This is an optimization exercise on Yosys and OpenROAD, whose aim is small area and a short achievable clock period, not a production implementation.
Function was checked by simulation only, so behaviour that the tests miss may differ from the original.
The flow treats the clock pin as an ideal source. Dropping or thinning the clock tree relies on that and would not hold on a real chip.
Power and IR drop assume default switching activity.

// module_64_8
module module_64_8
#(parameter width = 64, parameter depth = 8)
(
    input   clk,
    input   reset_n,
    input   strobe_in,
    input   [width-1:0] input_data,
    input   req_data,
    output  ready,
    output  data_end,
    output  strobe_out,
    output  [7:0] data_out,
    output  [$clog2(depth)-1:0] write_counter
);
Settings: LEC_CHECK=0, CAP_MARGIN=20, CORE_MARGIN=2, CORE_UTILIZATION=60, SETUP_SLACK_MARGIN=3.1, SLEW_MARGIN=20; clock period 5.0 ns.
standard.sh (not shown) runs the stock make flow with config.mk's settings and CLKGATE_MAP_FILE= SYNTH_SCRIPT=/design/flow/synth_recipe.tcl, a recipe that flattens the netlist after the stock synthesis.
==> flow/flow/run.sh <==
#!/bin/bash
# The standard ORFS layout, with the port buffers made of buf_1 cells (instead of the
# delay cells buffer_ports picks by default), timing repair free to change a cell's
# footprint, a clock tree of about 30 flip-flops per leaf buffer, and the top of the
# clock tree reshaped after CTS (flow/clock_top.tcl).
set -euo pipefail
W=$(pwd)
bash standard.sh MATCH_CELL_FOOTPRINT=0 \
  "BUFFER_PORTS_ARGS=-buffer_cell sky130_fd_sc_hd__buf_1" \
  "CTS_ARGS=-sink_clustering_enable -repair_clock_nets -buf_list {sky130_fd_sc_hd__clkbuf_16} -sink_clustering_size 30 -sink_clustering_max_diameter 80 -dont_use_dummy_load" \
  "POST_CTS_TCL=$W/flow/clock_top.tcl" \
  finish > standard_flow.log 2>&1
Other scripts of this flow, unchanged in this note and not shown: flow/flow/clock_top.tcl
==> next run, changes <==
==> flow/flow/run.sh (replaced) <==
#!/bin/bash
# The standard ORFS layout, with the port buffers made of buf_1 cells (instead of the
# delay cells buffer_ports picks by default), timing repair free to change a cell's
# footprint, a clock tree of about 20 flip-flops per leaf buffer, and the top of the
# clock tree reshaped after CTS (flow/clock_top.tcl).
set -euo pipefail
W=$(pwd)
bash standard.sh MATCH_CELL_FOOTPRINT=0 \
  "BUFFER_PORTS_ARGS=-buffer_cell sky130_fd_sc_hd__buf_1" \
  "CTS_ARGS=-sink_clustering_enable -repair_clock_nets -buf_list {sky130_fd_sc_hd__clkbuf_16} -sink_clustering_size 20 -sink_clustering_max_diameter 60 -dont_use_dummy_load" \
  "POST_CTS_TCL=$W/flow/clock_top.tcl" \
  finish > standard_flow.log 2>&1
- SETUP_SLACK_MARGIN: 3.1 -> 3.3
=> The changed run passed the timing, design-rule and antenna checks; final cell count came out higher by 0.85%; utilization came out higher by 1.2 points; combinational power came out higher by about 3%; global-route usage came out lower by 0.33 points; worst hold slack is worse by 0.049 ns; setup slack is worse by 0.012 ns; power came out higher by 4.8%; sequential cell count stays the same; area after synthesis stays the same; fmax came out lower by 0.65%; wire length hardly moves.
==> next run, changes <==
==> flow/flow/run.sh (replaced) <==
#!/bin/bash
# The standard ORFS layout, with the port buffers made of buf_1 cells (instead of the
# delay cells buffer_ports picks by default), timing repair free to change a cell's
# footprint, a clock tree of about 30 flip-flops per leaf buffer, and the top of the
# clock tree reshaped after CTS (flow/clock_top.tcl).
set -euo pipefail
W=$(pwd)
bash standard.sh MATCH_CELL_FOOTPRINT=0 \
  "BUFFER_PORTS_ARGS=-buffer_cell sky130_fd_sc_hd__buf_1" \
  "CTS_ARGS=-sink_clustering_enable -repair_clock_nets -buf_list {sky130_fd_sc_hd__clkbuf_16} -sink_clustering_size 30 -sink_clustering_max_diameter 80 -dont_use_dummy_load" \
  "POST_CTS_TCL=$W/flow/clock_top.tcl" \
  finish > standard_flow.log 2>&1
- SETUP_SLACK_MARGIN: 3.3 -> 3.2
Outcome: Sequential share of layout area rose by 1.1 points. First-iteration DRC count fell by 4.4%. Clock skew rose by 0.015 ns. Setup slack is better by 0.020 ns. Maximum frequency rose by 1.1%. Final area fell by 1.5%.
==> next run, changes <==
- SETUP_SLACK_MARGIN: 3.2 -> 3.3
What happened:
- area after synthesis does not change
- setup slack is about the same
- power hardly moves

* * *

module_64_8, a different RTL version from the one above (not shown whole).
Size in the first run: about 1100 cells after synthesis, about 82 I/O pins, ~0.021 sq mm of cells after synthesis.
==> flow/config.mk <==
export PLATFORM = sky130hd
export DESIGN_NAME = module_64_8
export DESIGN_NICKNAME = module_64_8
export VERILOG_FILES = /design/flow/design.v
export SDC_FILE = /design/flow/constraint.sdc
export NUM_CORES = 4
export LEC_CHECK = 0
export CAP_MARGIN = 20
export CORE_MARGIN = 2
export CORE_UTILIZATION = 60
export SETUP_SLACK_MARGIN = 3.5
export SLEW_MARGIN = 20
==> flow/constraint.sdc <==
create_clock -name core_clock -period 5.0 [get_ports {clk}]
set_input_delay 1.0000 -clock core_clock [delete_from_list [all_inputs] [get_ports {clk}]]
set_output_delay 1.0000 -clock core_clock [all_outputs]
set_load 0.01 [all_outputs]
==> flow/flow/run.sh <==
#!/bin/bash
# The standard ORFS layout, with the port buffers made of buf_1 cells (instead of the
# delay cells buffer_ports picks by default), timing repair free to change a cell's
# footprint, a clock tree of about 30 flip-flops per leaf buffer, and the top of the
# clock tree reshaped after CTS (flow/clock_top.tcl).
set -euo pipefail
W=$(pwd)
bash standard.sh MATCH_CELL_FOOTPRINT=0 \
  "BUFFER_PORTS_ARGS=-buffer_cell sky130_fd_sc_hd__buf_1" \
  "CTS_ARGS=-sink_clustering_enable -repair_clock_nets -buf_list {sky130_fd_sc_hd__clkbuf_16} -sink_clustering_size 30 -sink_clustering_max_diameter 80 -dont_use_dummy_load" \
  "POST_CTS_TCL=$W/flow/clock_top.tcl" \
  finish > standard_flow.log 2>&1
==> flow/flow/clock_top.tcl <==
set block [ord::get_db_block]
set clk_net [[$block findBTerm clk] getNet]

proc loads_of {net drv} {
  set loads {}
  foreach it [$net getITerms] {
    if {[$it getInst] ne $drv} { lappend loads $it }
  }
  return $loads
}
proc out_net_of {inst} {
  foreach it [$inst getITerms] {
    if {[$it isOutputSignal]} { return [$it getNet] }
  }
  return {}
}

set roots {}
foreach it [$clk_net getITerms] { lappend roots [$it getInst] }
if {[llength $roots] != 1} {
  puts "clock_top: clock port drives [llength $roots] cells, leaving the tree as it is"
  return
}
set root [lindex $roots 0]
set root_net [out_net_of $root]
set level1 [loads_of $root_net $root]
if {[llength $level1] > 4 || [llength [$root_net getBTerms]] > 0} {
  puts "clock_top: root drives [llength $level1] pins, leaving the tree as it is"
  return
}
puts "clock_top: removing root [$root getName], clock port now drives [llength $level1] pins"
foreach it $level1 { $it disconnect }
foreach it [$root getITerms] { $it disconnect }
odb::dbInst_destroy $root
odb::dbNet_destroy $root_net
foreach it $level1 { $it connect $clk_net }

# split first-level buffers while the clock port has room
set n_clk [llength $level1]
set k 0
foreach it $level1 {
  if {$n_clk >= 4} { break }
  set buf [$it getInst]
  set net [out_net_of $buf]
  set loads [loads_of $net $buf]
  if {[llength $loads] < 4} { continue }
  # positions of the loads
  set pts {}
  set xs {}
  set ys {}
  foreach l $loads {
    set b [[$l getInst] getBBox]
    set x [expr {([$b xMin] + [$b xMax]) / 2}]
    set y [expr {([$b yMin] + [$b yMax]) / 2}]
    lappend pts [list $l $x $y]
    lappend xs $x
    lappend ys $y
  }
  set dx [expr {[tcl::mathfunc::max {*}$xs] - [tcl::mathfunc::min {*}$xs]}]
  set dy [expr {[tcl::mathfunc::max {*}$ys] - [tcl::mathfunc::min {*}$ys]}]
  set idx [expr {$dx >= $dy ? 1 : 2}]
  set pts [lsort -integer -index $idx $pts]
  set half [expr {[llength $pts] / 2}]
  set keep [lrange $pts 0 [expr {$half - 1}]]
  set move [lrange $pts $half end]
  set master [$buf getMaster]
  set nb [odb::dbInst_create $block $master "clkbuf_split_${k}_clk"]
  set nn [odb::dbNet_create $block "clknet_split_${k}_clk"]
  $nn setSigType CLOCK
  foreach p $move {
    set l [lindex $p 0]
    $l disconnect
    $l connect $nn
  }
  # place each buffer at the centre of its loads
  foreach {b group} [list $buf $keep $nb $move] {
    set sx 0
    set sy 0
    foreach p $group {
      incr sx [lindex $p 1]
      incr sy [lindex $p 2]
    }
    set n [llength $group]
    $b setLocation [expr {$sx / $n}] [expr {$sy / $n}]
    $b setPlacementStatus PLACED
  }
  [$nb findITerm A] connect $clk_net
  [$nb findITerm X] connect $nn
  puts "clock_top: split [$buf getName]: [llength $keep] loads kept, [llength $move] moved to [$nb getName]"
  incr n_clk
  incr k
}
# Make every buffer of the tree (two levels: first level and leaves) an inverter:
# two inversions on every path keep the flip-flops' clock polarity, and an inverter
# is one stage where a buffer is two.
set inv_master [[ord::get_db] findMaster sky130_fd_sc_hd__clkinv_16]
set tree {}
foreach it [$clk_net getITerms] { lappend tree [$it getInst] }
set level1 $tree
foreach b $level1 {
  foreach it [loads_of [out_net_of $b] $b] { lappend tree [$it getInst] }
}
set n_inv 0
set all_bufs 1
foreach b $tree {
  if {![string match "sky130_fd_sc_hd__clkbuf_*" [[$b getMaster] getName]]} { set all_bufs 0 }
}
# every path must go through exactly two tree cells
foreach b $level1 {
  foreach it [loads_of [out_net_of $b] $b] {
    set leaf [$it getInst]
    foreach it2 [loads_of [out_net_of $leaf] $leaf] {
      if {[string match "sky130_fd_sc_hd__clkbuf_*" [[[$it2 getInst] getMaster] getName]]} { set all_bufs 0 }
    }
  }
}
if {$all_bufs} {
  foreach b $tree {
    set in_net [[$b findITerm A] getNet]
    set out_net [out_net_of $b]
    set loc [$b getLocation]
    set name [$b getName]
    foreach it [$b getITerms] { $it disconnect }
    odb::dbInst_destroy $b
    set inv [odb::dbInst_create $block $inv_master $name]
    $inv setLocation [lindex $loc 0] [lindex $loc 1]
    $inv setPlacementStatus PLACED
    [$inv findITerm A] connect $in_net
    [$inv findITerm Y] connect $out_net
    incr n_inv
  }
  puts "clock_top: made $n_inv clock tree cells inverters"
} else {
  puts "clock_top: the tree is not two levels of buffers, leaving its cells as they are"
}
global_connect
detailed_placement
check_placement -verbose
The starting point finished clean.
Change:
--- a/flow/config.mk
+++ b/flow/config.mk
@@ -10,3 +10,3 @@
 export CORE_UTILIZATION = 60
-export SETUP_SLACK_MARGIN = 3.5
+export SETUP_SLACK_MARGIN = 3.4
 export SLEW_MARGIN = 20
What happened: The changed run passed the timing, design-rule and antenna checks. Cell count falls by about 0.54%. Wire length falls by 2.2%. Via count falls by 0.56%. Critical path depth falls by 1. Setup slack is better by 0.039 ns. Die area is unchanged. Core utilization falls by 0.70 points. Synthesized cell count does not change. Clock power barely changes. First-iteration DRC count falls by 9.3%. Total power falls by about 0.65%.
Change:
--- a/flow/flow/clock_top.tcl
+++ b/flow/flow/clock_top.tcl
@@ -92,45 +92,2 @@
 }
-# Make every buffer of the tree (two levels: first level and leaves) an inverter:
-# two inversions on every path keep the flip-flops' clock polarity, and an inverter
-# is one stage where a buffer is two.
-set inv_master [[ord::get_db] findMaster sky130_fd_sc_hd__clkinv_16]
-set tree {}
-foreach it [$clk_net getITerms] { lappend tree [$it getInst] }
-set level1 $tree
-foreach b $level1 {
-  foreach it [loads_of [out_net_of $b] $b] { lappend tree [$it getInst] }
-}
-set n_inv 0
-set all_bufs 1
-foreach b $tree {
-  if {![string match "sky130_fd_sc_hd__clkbuf_*" [[$b getMaster] getName]]} { set all_bufs 0 }
-}
-# every path must go through exactly two tree cells
-foreach b $level1 {
-  foreach it [loads_of [out_net_of $b] $b] {
-    set leaf [$it getInst]
-    foreach it2 [loads_of [out_net_of $leaf] $leaf] {
-      if {[string match "sky130_fd_sc_hd__clkbuf_*" [[[$it2 getInst] getMaster] getName]]} { set all_bufs 0 }
-    }
-  }
-}
-if {$all_bufs} {
-  foreach b $tree {
-    set in_net [[$b findITerm A] getNet]
-    set out_net [out_net_of $b]
-    set loc [$b getLocation]
-    set name [$b getName]
-    foreach it [$b getITerms] { $it disconnect }
-    odb::dbInst_destroy $b
-    set inv [odb::dbInst_create $block $inv_master $name]
-    $inv setLocation [lindex $loc 0] [lindex $loc 1]
-    $inv setPlacementStatus PLACED
-    [$inv findITerm A] connect $in_net
-    [$inv findITerm Y] connect $out_net
-    incr n_inv
-  }
-  puts "clock_top: made $n_inv clock tree cells inverters"
-} else {
-  puts "clock_top: the tree is not two levels of buffers, leaving its cells as they are"
-}
 global_connect
--- a/flow/config.mk
+++ b/flow/config.mk
@@ -10,3 +10,4 @@
 export CORE_UTILIZATION = 60
-export SETUP_SLACK_MARGIN = 3.4
+export SETUP_SLACK_MARGIN = 3.2
 export SLEW_MARGIN = 20
+export TNS_END_PERCENT = 5
What happened: The new run ran to the end with no violations. Area after synthesis is unchanged. First-iteration DRC count rises by about 13%. Hold slack barely changes. Routed wire length fell by 0.74%. Power rose by about 1.1%.
Change:
==> flow/flow/run.sh (replaced) <==
#!/bin/bash
# The standard ORFS layout, with the port buffers made of buf_1 cells (instead of the
# delay cells buffer_ports picks by default), timing repair free to change a cell's
# footprint, a clock tree of about 10 flip-flops per leaf buffer, and the top of the
# clock tree reshaped after CTS (flow/clock_top.tcl).
set -euo pipefail
W=$(pwd)
bash standard.sh MATCH_CELL_FOOTPRINT=0 \
  "BUFFER_PORTS_ARGS=-buffer_cell sky130_fd_sc_hd__buf_1" \
  "CTS_ARGS=-sink_clustering_enable -repair_clock_nets -buf_list {sky130_fd_sc_hd__clkbuf_16} -sink_clustering_size 10 -sink_clustering_max_diameter 40 -dont_use_dummy_load" \
  "POST_CTS_TCL=$W/flow/clock_top.tcl" \
  finish > standard_flow.log 2>&1
--- a/flow/flow/clock_top.tcl
+++ b/flow/flow/clock_top.tcl
@@ -92,2 +92,47 @@
 }
+# Make every buffer of the tree (two levels: first level and leaves) an inverter:
+# two inversions on every path keep the flip-flops' clock polarity, and an inverter
+# is one stage where a buffer is two.
+set inv_master [[ord::get_db] findMaster sky130_fd_sc_hd__clkinv_16]
+set leaf_master [[ord::get_db] findMaster sky130_fd_sc_hd__clkinv_4]
+set tree {}
+foreach it [$clk_net getITerms] { lappend tree [$it getInst] }
+set level1 $tree
+foreach b $level1 {
+  foreach it [loads_of [out_net_of $b] $b] { lappend tree [$it getInst] }
+}
+set n_inv 0
+set all_bufs 1
+foreach b $tree {
+  if {![string match "sky130_fd_sc_hd__clkbuf_*" [[$b getMaster] getName]]} { set all_bufs 0 }
+}
+# every path must go through exactly two tree cells
+foreach b $level1 {
+  foreach it [loads_of [out_net_of $b] $b] {
+    set leaf [$it getInst]
+    foreach it2 [loads_of [out_net_of $leaf] $leaf] {
+      if {[string match "sky130_fd_sc_hd__clkbuf_*" [[[$it2 getInst] getMaster] getName]]} { set all_bufs 0 }
+    }
+  }
+}
+if {$all_bufs} {
+  foreach b $tree {
+    set in_net [[$b findITerm A] getNet]
+    set out_net [out_net_of $b]
+    set loc [$b getLocation]
+    set name [$b getName]
+    foreach it [$b getITerms] { $it disconnect }
+    odb::dbInst_destroy $b
+    set m [expr {[lsearch -exact $level1 $b] >= 0 ? $inv_master : $leaf_master}]
+    set inv [odb::dbInst_create $block $m $name]
+    $inv setLocation [lindex $loc 0] [lindex $loc 1]
+    $inv setPlacementStatus PLACED
+    [$inv findITerm A] connect $in_net
+    [$inv findITerm Y] connect $out_net
+    incr n_inv
+  }
+  puts "clock_top: made $n_inv clock tree cells inverters"
+} else {
+  puts "clock_top: the tree is not two levels of buffers, leaving its cells as they are"
+}
 global_connect
--- a/flow/config.mk
+++ b/flow/config.mk
@@ -10,4 +10,3 @@
 export CORE_UTILIZATION = 60
-export SETUP_SLACK_MARGIN = 3.2
+export SETUP_SLACK_MARGIN = 3.3
 export SLEW_MARGIN = 20
-export TNS_END_PERCENT = 5
Worst hold slack hardly moves.
Area after synthesis is unchanged.
Via count is higher by 1.9%.
Total power is higher by 24%.
Setup slack got worse by 0.20 ns.
Change:
==> flow/flow/run.sh (replaced) <==
#!/bin/bash
# The standard ORFS layout, with the port buffers made of buf_1 cells (instead of the
# delay cells buffer_ports picks by default), timing repair free to change a cell's
# footprint, a clock tree of about 30 flip-flops per leaf buffer, and the top of the
# clock tree reshaped after CTS (flow/clock_top.tcl).
set -euo pipefail
W=$(pwd)
bash standard.sh MATCH_CELL_FOOTPRINT=0 \
  "BUFFER_PORTS_ARGS=-buffer_cell sky130_fd_sc_hd__buf_1" \
  "CTS_ARGS=-sink_clustering_enable -repair_clock_nets -buf_list {sky130_fd_sc_hd__clkbuf_16} -sink_clustering_size 30 -sink_clustering_max_diameter 80 -dont_use_dummy_load" \
  "POST_CTS_TCL=$W/flow/clock_top.tcl" \
  finish > standard_flow.log 2>&1
--- a/flow/flow/clock_top.tcl
+++ b/flow/flow/clock_top.tcl
@@ -92,47 +92,2 @@
 }
-# Make every buffer of the tree (two levels: first level and leaves) an inverter:
-# two inversions on every path keep the flip-flops' clock polarity, and an inverter
-# is one stage where a buffer is two.
-set inv_master [[ord::get_db] findMaster sky130_fd_sc_hd__clkinv_16]
-set leaf_master [[ord::get_db] findMaster sky130_fd_sc_hd__clkinv_4]
-set tree {}
-foreach it [$clk_net getITerms] { lappend tree [$it getInst] }
-set level1 $tree
-foreach b $level1 {
-  foreach it [loads_of [out_net_of $b] $b] { lappend tree [$it getInst] }
-}
-set n_inv 0
-set all_bufs 1
-foreach b $tree {
-  if {![string match "sky130_fd_sc_hd__clkbuf_*" [[$b getMaster] getName]]} { set all_bufs 0 }
-}
-# every path must go through exactly two tree cells
-foreach b $level1 {
-  foreach it [loads_of [out_net_of $b] $b] {
-    set leaf [$it getInst]
-    foreach it2 [loads_of [out_net_of $leaf] $leaf] {
-      if {[string match "sky130_fd_sc_hd__clkbuf_*" [[[$it2 getInst] getMaster] getName]]} { set all_bufs 0 }
-    }
-  }
-}
-if {$all_bufs} {
-  foreach b $tree {
-    set in_net [[$b findITerm A] getNet]
-    set out_net [out_net_of $b]
-    set loc [$b getLocation]
-    set name [$b getName]
-    foreach it [$b getITerms] { $it disconnect }
-    odb::dbInst_destroy $b
-    set m [expr {[lsearch -exact $level1 $b] >= 0 ? $inv_master : $leaf_master}]
-    set inv [odb::dbInst_create $block $m $name]
-    $inv setLocation [lindex $loc 0] [lindex $loc 1]
-    $inv setPlacementStatus PLACED
-    [$inv findITerm A] connect $in_net
-    [$inv findITerm Y] connect $out_net
-    incr n_inv
-  }
-  puts "clock_top: made $n_inv clock tree cells inverters"
-} else {
-  puts "clock_top: the tree is not two levels of buffers, leaving its cells as they are"
-}
 global_connect
--- a/flow/config.mk
+++ b/flow/config.mk
@@ -10,3 +10,3 @@
 export CORE_UTILIZATION = 60
-export SETUP_SLACK_MARGIN = 3.3
+export SETUP_SLACK_MARGIN = 3.2
 export SLEW_MARGIN = 20
After rerunning: Synthesized area stays the same. Sequential cell count stays the same. Sequential power stays flat.
Change:
--- a/flow/flow/run.sh
+++ b/flow/flow/run.sh
@@ -10,2 +10,3 @@
   "CTS_ARGS=-sink_clustering_enable -repair_clock_nets -buf_list {sky130_fd_sc_hd__clkbuf_16} -sink_clustering_size 30 -sink_clustering_max_diameter 80 -dont_use_dummy_load" \
+  "PRE_DETAIL_PLACE_TCL=$W/flow/output_flops.tcl" \
   "POST_CTS_TCL=$W/flow/clock_top.tcl" \
==> flow/flow/output_flops.tcl (new file) <==
# Before detailed placement: put each flip-flop that drives an output port's buffer
# right next to that buffer, so the wire between them is short. Detailed placement
# then legalizes the moved cells.
set block [ord::get_db_block]
set moved 0
foreach bt [$block getBTerms] {
  if {[$bt getIoType] ne "OUTPUT"} { continue }
  foreach it [[$bt getNet] getITerms] {
    set buf [$it getInst]
    foreach in [$buf getITerms] {
      if {![$in isInputSignal] || [$in getNet] eq "NULL"} { continue }
      foreach drv [[$in getNet] getITerms] {
        if {![$drv isOutputSignal]} { continue }
        set ff [$drv getInst]
        if {![string match "*__df*" [[$ff getMaster] getName]]} { continue }
        set bb [$buf getBBox]
        set ffb [$ff getBBox]
        # step from the buffer towards the flip-flop's current place by one buffer width
        set bx [$bb xMin]
        set by [$bb yMin]
        set dx [expr {[$ffb xMin] - $bx}]
        set dy [expr {[$ffb yMin] - $by}]
        set len [expr {sqrt(double($dx) * $dx + double($dy) * $dy)}]
        set step [expr {2.0 * ([$bb xMax] - [$bb xMin])}]
        if {$len > $step} {
          set nx [expr {int($bx + $dx * $step / $len)}]
          set ny [expr {int($by + $dy * $step / $len)}]
          $ff setLocation $nx $ny
          incr moved
        }
      }
    }
  }
}
puts "output_flops: moved $moved flip-flops next to their output buffers"
The changed run went through all stages and came out clean.
Die area stays the same.
Synthesized cell count does not change.
Setup slack is about the same.
Area after synthesis stays the same.
Global-route usage rose by 0.70 points.
The clock cells of the first and second runs of this note come from the design's own scripts or RTL, not from TritonCTS.

## separate check: timing with driven ports
The flow's constraints put no driver on any port. The routed layouts listed below were extracted and timed again, unchanged, in two steps.
Step 1 sets driving cells, clkbuf_16 on the clock port and buf_2 on the other inputs (assumed; they add their load-dependent delay and slew).
Step 2 moves the port delays by t, midway between the first and last clock arrival at a register: inputs arrive t later, outputs are due t later. That takes back most of the time a late clock gives input paths.
Slacks: ideal / step 1 / step 2; pairs: ideal / step 1.
run | t, ns | setup WS [ns] | hold WS [ns] | worst setup path after step 2 | worst slew at a driven data input, ns
the first run of note 1 | 0.459 | 3.154 / 3.042 / 2.891 | 0.431 / 0.431 / 0.431 | input to register | 0.09
the second run of note 1 | 0.448 | 3.142 / 3.047 / 3.005 | 0.382 / 0.382 / 0.382 | input to register | 0.09
the third run of note 1 | 0.458 | 3.162 / 3.049 / 3.000 | 0.431 / 0.431 / 0.431 | input to register | 0.09
the fourth run of note 1 | 0.448 | 3.159 / 3.045 / 3.009 | 0.431 / 0.431 / 0.431 | input to register | 0.10
the first run of note 2 | 0.482 | 3.208 / 3.005 / 3.073 | 0.425 / 0.425 / 0.425 | input to register | 0.08
the second run of note 2 | 0.488 | 3.247 / 3.013 / 3.069 | 0.425 / 0.426 / 0.426 | input to register | 0.09
the third run of note 2 | 0.460 | 3.160 / 3.044 / 2.873 | 0.425 / 0.425 / 0.425 | input to register | 0.08
the fourth run of note 2 | 0.604 | 2.958 / 2.905 / 2.852 | 0.425 / 0.425 / 0.425 | input to register | 0.09
the fifth run of note 2 | 0.461 | 3.167 / 3.049 / 2.843 | 0.439 / 0.439 / 0.439 | input to register | 0.09
the sixth run of note 2 | 0.453 | 3.170 / 3.058 / 2.859 | 0.438 / 0.438 / 0.438 | input to register | 0.10
After both steps setup and hold are still met in every run listed. For the fifth run of note 2, which loses most, drivers alone change the setup slack by -0.118 ns; drivers and shift together by -0.324 ns.
